This is an optimization exercise on Yosys and OpenROAD, whose aim is small area, a short achievable clock period and few clock cycles per item, not a production implementation. Function was checked by simulation only, so behaviour that the tests miss may differ from the original. Power and IR drop assume default switching activity.

==> exp/umber <==
// fft_engine
module fft_engine (
    input i_clk,
    input i_rst,
    input i_in_valid,
    output o_in_ready,
    input signed [15:0] i_in_re,
    input signed [15:0] i_in_im,
    output o_out_valid,
    output signed [15:0] o_out_re,
    output signed [15:0] o_out_im
);
clock: 9.0 ns
lec_check: 0
cap_margin: 20
core_margin: 2
core_utilization: 40
setup_slack_margin: 5
slew_margin: 20
run.sh (not shown) runs the stock make flow with config.mk's settings and CLKGATE_MAP_FILE= SYNTH_SCRIPT=/design/flow/synth_recipe.tcl, a recipe that flattens the netlist after the stock synthesis.
==> inputs of exp/cedar, as changes to exp/umber <==
--- a/flow/design.v
+++ b/flow/design.v
@@ -453,10 +453,23 @@
 csa #(.W(16)) u0 (.i_x(i_x0), .i_y(i_x1), .i_z(i_x2), .o_s(s0), .o_c(c0));
 csa #(.W(16)) u1 (.i_x(i_x3), .i_y({{12{i_k[3]}}, i_k}), .i_z(s0), .o_s(s1), .o_c(c1));
 csa #(.W(16)) u2 (.i_x({c0[15:1], i_b2}), .i_y(c1), .i_z(s1), .o_s(s2), .o_c(c2));
 padd #(.W(16)) fin (.i_a(s2), .i_b(c2), .i_ci(i_b1), .o_s(o_sum));
 endmodule
+module sum3b (
+    input  logic [15:0] i_x0,
+    input  logic [15:0] i_x1,
+    input  logic [15:0] i_x2,
+    input  logic [3:0] i_k,
+    input  logic i_b1,
+    output logic [15:0] o_sum
+);
+logic [15:0] s0, c0, s1, c1;
+csa #(.W(16)) u0 (.i_x(i_x0), .i_y(i_x1), .i_z(i_x2), .o_s(s0), .o_c(c0));
+csa #(.W(16)) u1 (.i_x({{12{i_k[3]}}, i_k}), .i_y(c0), .i_z(s0), .o_s(s1), .o_c(c1));
+padd #(.W(16)) fin (.i_a(s1), .i_b(c1), .i_ci(i_b1), .o_s(o_sum));
+endmodule
 module bitx #(
     parameter I = 1,
     parameter J = 0
 ) (
     input  logic i_clk,
@@ -670,47 +683,57 @@
 assign ea2 = (a2[13:0] == 14'h2000);
 assign eb2 = (b2[13:0] == 14'h2000);
 cmul_k23170 m2a (.i_a(a2), .o_h1(ka1), .o_h2(ka2), .o_cl(kacl));
 cmul_k23170 m2b (.i_a(b2), .o_h1(kb1), .o_h2(kb2), .o_cl(kbcl));
 logic [15:0] r2o1, r2o2, r2o3, r2o4, i2o1, i2o2, i2o3, i2o4;
-logic [3:0] s2_cr, s2_ci;
+logic [3:0] c2r, c2i;
 logic r2b1, r2b2, i2b1, i2b2;
+always_comb begin
+    r2o2 = 16'd0; r2o3 = 16'd0; r2o4 = 16'd0; r2b1 = 1'b0; r2b2 = 1'b0; c2r = 4'd0;
+    i2o2 = 16'd0; i2o3 = 16'd0; i2o4 = 16'd0; i2b1 = 1'b0; i2b2 = 1'b0; c2i = 4'd0;
+    r2o1 = a2;
+    i2o1 = b2;
+    if (d2_sec) begin
+        case (d2_g)
+            2'd0: begin
+                r2o2 = {16{w0dec(a2)}}; r2b1 = w0inc(a2);
+                i2o2 = {16{w0dec(b2)}}; i2b1 = w0inc(b2);
+            end
+            2'd1: begin
+                r2o1 = b2;
+                i2o1 = ~a2; i2b1 = 1'b1;
+            end
+            2'd2: begin
+                r2o1 = ka1;  r2o2 = ka2;  r2o3 = kb1; r2o4 = kb2;
+                r2b1 = kacl; r2b2 = kbcl; c2r = 4'd0 - {3'd0, eb2};
+                i2o1 = ~ka1; i2o2 = ~ka2; i2o3 = kb1; i2o4 = kb2;
+                i2b1 = !kacl; i2b2 = kbcl; c2i = 4'd1 + {3'd0, ea2};
+            end
+            default: begin
+                r2o1 = ~ka1; r2o2 = ~ka2; r2o3 = kb1; r2o4 = kb2;
+                r2b1 = !kacl; r2b2 = kbcl; c2r = 4'd1 + {3'd0, ea2} - {3'd0, eb2};
+                i2o1 = ~ka1; i2o2 = ~ka2; i2o3 = ~kb1; i2o4 = ~kb2;
+                i2b1 = !kacl; i2b2 = !kbcl; c2i = 4'd2 + {3'd0, ea2} + {3'd0, eb2};
+            end
+        endcase
+    end
+end
+logic [15:0] r2s, r2c, i2s, i2c;
+logic [15:0] z2rs, z2rc, z2r4, z2is, z2ic, z2i4;
+logic [3:0] s2_cr, s2_ci;
+logic z2rb, z2ib;
+csa #(.W(16)) c2ra (.i_x(r2o1), .i_y(r2o2), .i_z(r2o3), .o_s(r2s), .o_c(r2c));
+csa #(.W(16)) c2ia (.i_x(i2o1), .i_y(i2o2), .i_z(i2o3), .o_s(i2s), .o_c(i2c));
 always_ff @(posedge i_clk) begin
     if (adv) begin
-        r2o2 <= 16'd0; r2o3 <= 16'd0; r2o4 <= 16'd0; r2b1 <= 1'b0; r2b2 <= 1'b0; s2_cr <= 4'd0;
-        i2o2 <= 16'd0; i2o3 <= 16'd0; i2o4 <= 16'd0; i2b1 <= 1'b0; i2b2 <= 1'b0; s2_ci <= 4'd0;
-        r2o1 <= a2;
-        i2o1 <= b2;
-        if (d2_sec) begin
-            case (d2_g)
-                2'd0: begin
-                    r2o2 <= {16{w0dec(a2)}}; r2b1 <= w0inc(a2);
-                    i2o2 <= {16{w0dec(b2)}}; i2b1 <= w0inc(b2);
-                end
-                2'd1: begin
-                    r2o1 <= b2;
-                    i2o1 <= ~a2; i2b1 <= 1'b1;
-                end
-                2'd2: begin
-                    r2o1 <= ka1;  r2o2 <= ka2;  r2o3 <= kb1; r2o4 <= kb2;
-                    r2b1 <= kacl; r2b2 <= kbcl; s2_cr <= 4'd0 - {3'd0, eb2};
-                    i2o1 <= ~ka1; i2o2 <= ~ka2; i2o3 <= kb1; i2o4 <= kb2;
-                    i2b1 <= !kacl; i2b2 <= kbcl; s2_ci <= 4'd1 + {3'd0, ea2};
-                end
-                default: begin
-                    r2o1 <= ~ka1; r2o2 <= ~ka2; r2o3 <= kb1; r2o4 <= kb2;
-                    r2b1 <= !kacl; r2b2 <= kbcl; s2_cr <= 4'd1 + {3'd0, ea2} - {3'd0, eb2};
-                    i2o1 <= ~ka1; i2o2 <= ~ka2; i2o3 <= ~kb1; i2o4 <= ~kb2;
-                    i2b1 <= !kacl; i2b2 <= !kbcl; s2_ci <= 4'd2 + {3'd0, ea2} + {3'd0, eb2};
-                end
-            endcase
-        end
+        z2rs <= r2s; z2rc <= {r2c[15:1], r2b2}; z2r4 <= r2o4; z2rb <= r2b1; s2_cr <= c2r;
+        z2is <= i2s; z2ic <= {i2c[15:1], i2b2}; z2i4 <= i2o4; z2ib <= i2b1; s2_ci <= c2i;
     end
 end
 logic [15:0] x2re, x2im;
-sum4b a2re (.i_x0(r2o1), .i_x1(r2o2), .i_x2(r2o3), .i_x3(r2o4), .i_k(s2_cr), .i_b1(r2b1), .i_b2(r2b2), .o_sum(x2re));
-sum4b a2im (.i_x0(i2o1), .i_x1(i2o2), .i_x2(i2o3), .i_x3(i2o4), .i_k(s2_ci), .i_b1(i2b1), .i_b2(i2b2), .o_sum(x2im));
+sum3b a2re (.i_x0(z2rs), .i_x1(z2rc), .i_x2(z2r4), .i_k(s2_cr), .i_b1(z2rb), .o_sum(x2re));
+sum3b a2im (.i_x0(z2is), .i_x1(z2ic), .i_x2(z2i4), .i_k(s2_ci), .i_b1(z2ib), .o_sum(x2im));
 logic [31:0] x2r, out2;
 always_ff @(posedge i_clk) if (adv) x2r <= {x2re, x2im};
 sdf_stage #(.D(4)) st2 (.i_clk(i_clk), .i_en(adv), .i_second(d2b_sec), .i_x(x2r),
                         .i_kt(4'b0101), .i_kb(4'b1010), .o_next(), .o_out(out2));
 logic [15:0] a3, b3;
@@ -773,34 +796,43 @@
                 n3n_c = d3_g[0]; n3n_d = 1'b1;
             end
         endcase
     end
 end
-logic [15:0] q_r1, q_r2, q_r3, q_r4, q_i1, q_i2, q_i3, q_i4;
-logic q_rb1, q_rb2, q_ib1, q_ib2;
+logic [15:0] u_r1, u_r2, u_r3, u_r4, u_i1, u_i2, u_i3, u_i4;
+logic u_rb1, u_rb2, u_ib1, u_ib2;
+logic [15:0] u_rs, u_rc, u_is, u_ic;
+always_comb begin
+    u_r1 = n3n_c ? ~p_ac1 : p_ac1;
+    u_r2 = n3n_c ? ~p_ac2 : p_ac2;
+    u_rb1 = p_acc ^ n3n_c;
+    u_r3 = n3n_d ? p_bd1 : ~p_bd1;
+    u_r4 = n3n_d ? p_bd2 : ~p_bd2;
+    u_rb2 = p_bdc ^ !n3n_d;
+    u_i1 = n3n_d ? ~p_ad1 : p_ad1;
+    u_i2 = n3n_d ? ~p_ad2 : p_ad2;
+    u_ib1 = p_adc ^ n3n_d;
+    u_i3 = n3n_c ? ~p_bc1 : p_bc1;
+    u_i4 = n3n_c ? ~p_bc2 : p_bc2;
+    u_ib2 = p_bcc ^ n3n_c;
+end
+csa #(.W(16)) c3ra (.i_x(u_r1), .i_y(u_r2), .i_z(u_r3), .o_s(u_rs), .o_c(u_rc));
+csa #(.W(16)) c3ia (.i_x(u_i1), .i_y(u_i2), .i_z(u_i3), .o_s(u_is), .o_c(u_ic));
+logic [15:0] q_rs, q_rc, q_r4, q_is, q_ic, q_i4;
+logic q_rb1, q_ib1;
 logic [3:0] k3r4, k3i4;
 always_ff @(posedge i_clk) begin
     if (adv) begin
-        q_r1 <= n3n_c ? ~p_ac1 : p_ac1;
-        q_r2 <= n3n_c ? ~p_ac2 : p_ac2;
-        q_rb1 <= p_acc ^ n3n_c;
-        q_r3 <= n3n_d ? p_bd1 : ~p_bd1;
-        q_r4 <= n3n_d ? p_bd2 : ~p_bd2;
-        q_rb2 <= p_bdc ^ !n3n_d;
+        q_rs <= u_rs; q_rc <= {u_rc[15:1], u_rb2}; q_r4 <= u_r4; q_rb1 <= u_rb1;
+        q_is <= u_is; q_ic <= {u_ic[15:1], u_ib2}; q_i4 <= u_i4; q_ib1 <= u_ib1;
         k3r4 <= (n3n_c ? 4'd1 + {3'd0, p_eac} : 4'd0) + (n3n_d ? 4'd0 - {3'd0, p_ebd} : 4'd1);
-        q_i1 <= n3n_d ? ~p_ad1 : p_ad1;
-        q_i2 <= n3n_d ? ~p_ad2 : p_ad2;
-        q_ib1 <= p_adc ^ n3n_d;
-        q_i3 <= n3n_c ? ~p_bc1 : p_bc1;
-        q_i4 <= n3n_c ? ~p_bc2 : p_bc2;
-        q_ib2 <= p_bcc ^ n3n_c;
         k3i4 <= (n3n_d ? 4'd1 + {3'd0, p_ead} : 4'd0) + (n3n_c ? 4'd1 + {3'd0, p_ebc} : 4'd0);
     end
 end
 logic [15:0] x3re, x3im;
-sum4b a3re (.i_x0(q_r1), .i_x1(q_r2), .i_x2(q_r3), .i_x3(q_r4), .i_k(k3r4), .i_b1(q_rb1), .i_b2(q_rb2), .o_sum(x3re));
-sum4b a3im (.i_x0(q_i1), .i_x1(q_i2), .i_x2(q_i3), .i_x3(q_i4), .i_k(k3i4), .i_b1(q_ib1), .i_b2(q_ib2), .o_sum(x3im));
+sum3b a3re (.i_x0(q_rs), .i_x1(q_rc), .i_x2(q_r4), .i_k(k3r4), .i_b1(q_rb1), .o_sum(x3re));
+sum3b a3im (.i_x0(q_is), .i_x1(q_ic), .i_x2(q_i4), .i_k(k3i4), .i_b1(q_ib1), .o_sum(x3im));
 logic [31:0] x3r;
 always_ff @(posedge i_clk) if (adv) x3r <= {x3re, x3im};
 logic [31:0] n3;
 sdf_stage #(.D(2)) st3 (.i_clk(i_clk), .i_en(adv), .i_second(d3b_sec), .i_x(x3r),
                         .i_kt(4'b0101), .i_kb(4'b1010), .o_next(n3), .o_out());
CORE_UTILIZATION = 58   (was 40)
TNS_END_PERCENT = 10   (was unset)
==> summary.txt <==
metric	exp/cedar	exp/umber
Run status	no timing/DRC/antenna violations	no timing/DRC/antenna violations
Sink of the worst hold path	perm.x3.dl.r[3][24]	perm.x3.dl.r[3][28]
Rel. slew slack	16.8%	23.3%
Reg2reg end	q_ic[0]	x3r[31]
Vias in the first global route	83300	85500
WL met1	139000 um	135000 um
Multi-input combinational cell count	6577	6662
Number of antenna violations at the first check in global routing	6	4
Combinational Power	24.4 mW	25.5 mW
Combinational power share	49.1%	49.0%
Number of storage elements in the synthesis netlist	2314	2382
Power in sequential cells	15.3 mW	15.6 mW
Number of synthesized flops with an enable pin	2209	2277
Net switching component of the power	19.4 mW	19.9 mW
Final period utilization	48.8%	50.5%
Post-Synth Simple-Gate Area	4.99%	5.68%
Netlist area before placement	138000 um2	140000 um2
DIE WIDTH	491 um	595 um
Number of clock buffer instances in the layout	283	312
Repair and plain buffers	362	382
Startpoint of the worst setup timing path	st2.o_out[5]	q_r3[2]
Leakage power summed over all cells	62.6 nW	64.1 nW
Met3 demand-to-capacity share in global routing	3.54%	2.06%
Met3 wirelength from detailed routing	15300 um	14200 um
Testbench counts of exp/umber, summed over its fixed seeds: cycles 6,624, frames 192.
Testbench counts of exp/cedar, summed over its fixed seeds: cycles 6,624, frames 192.

[what the ideal ports hide]
The flow's constraints put no driver on any port. The routed layouts listed below were extracted and timed again, unchanged, in two steps. Step 1 (the two cells are an assumption about what drives the block):
set clk [get_ports {i_clk}]
set_driving_cell -lib_cell sky130_fd_sc_hd__clkbuf_16 $clk
set_driving_cell -lib_cell sky130_fd_sc_hd__buf_2 [delete_from_list [all_inputs] $clk]
Step 2 moves the port delays by t, midway between the first and last clock arrival at a register: inputs arrive t later, outputs are due t later. That takes back most of the time a late clock gives input paths. a / b / c = no drivers / after step 1 / after step 2; a / b = the first two.
run | shift t [ns] | slack for setup (ns) | worst slew at a driven data input, ns
exp/umber | 0.942 | 4.459 / 4.459 / 4.459 | 0.10
exp/cedar | 0.970 | 4.608 / 4.608 / 4.608 | 0.08
After both steps every run listed still meets setup and hold.
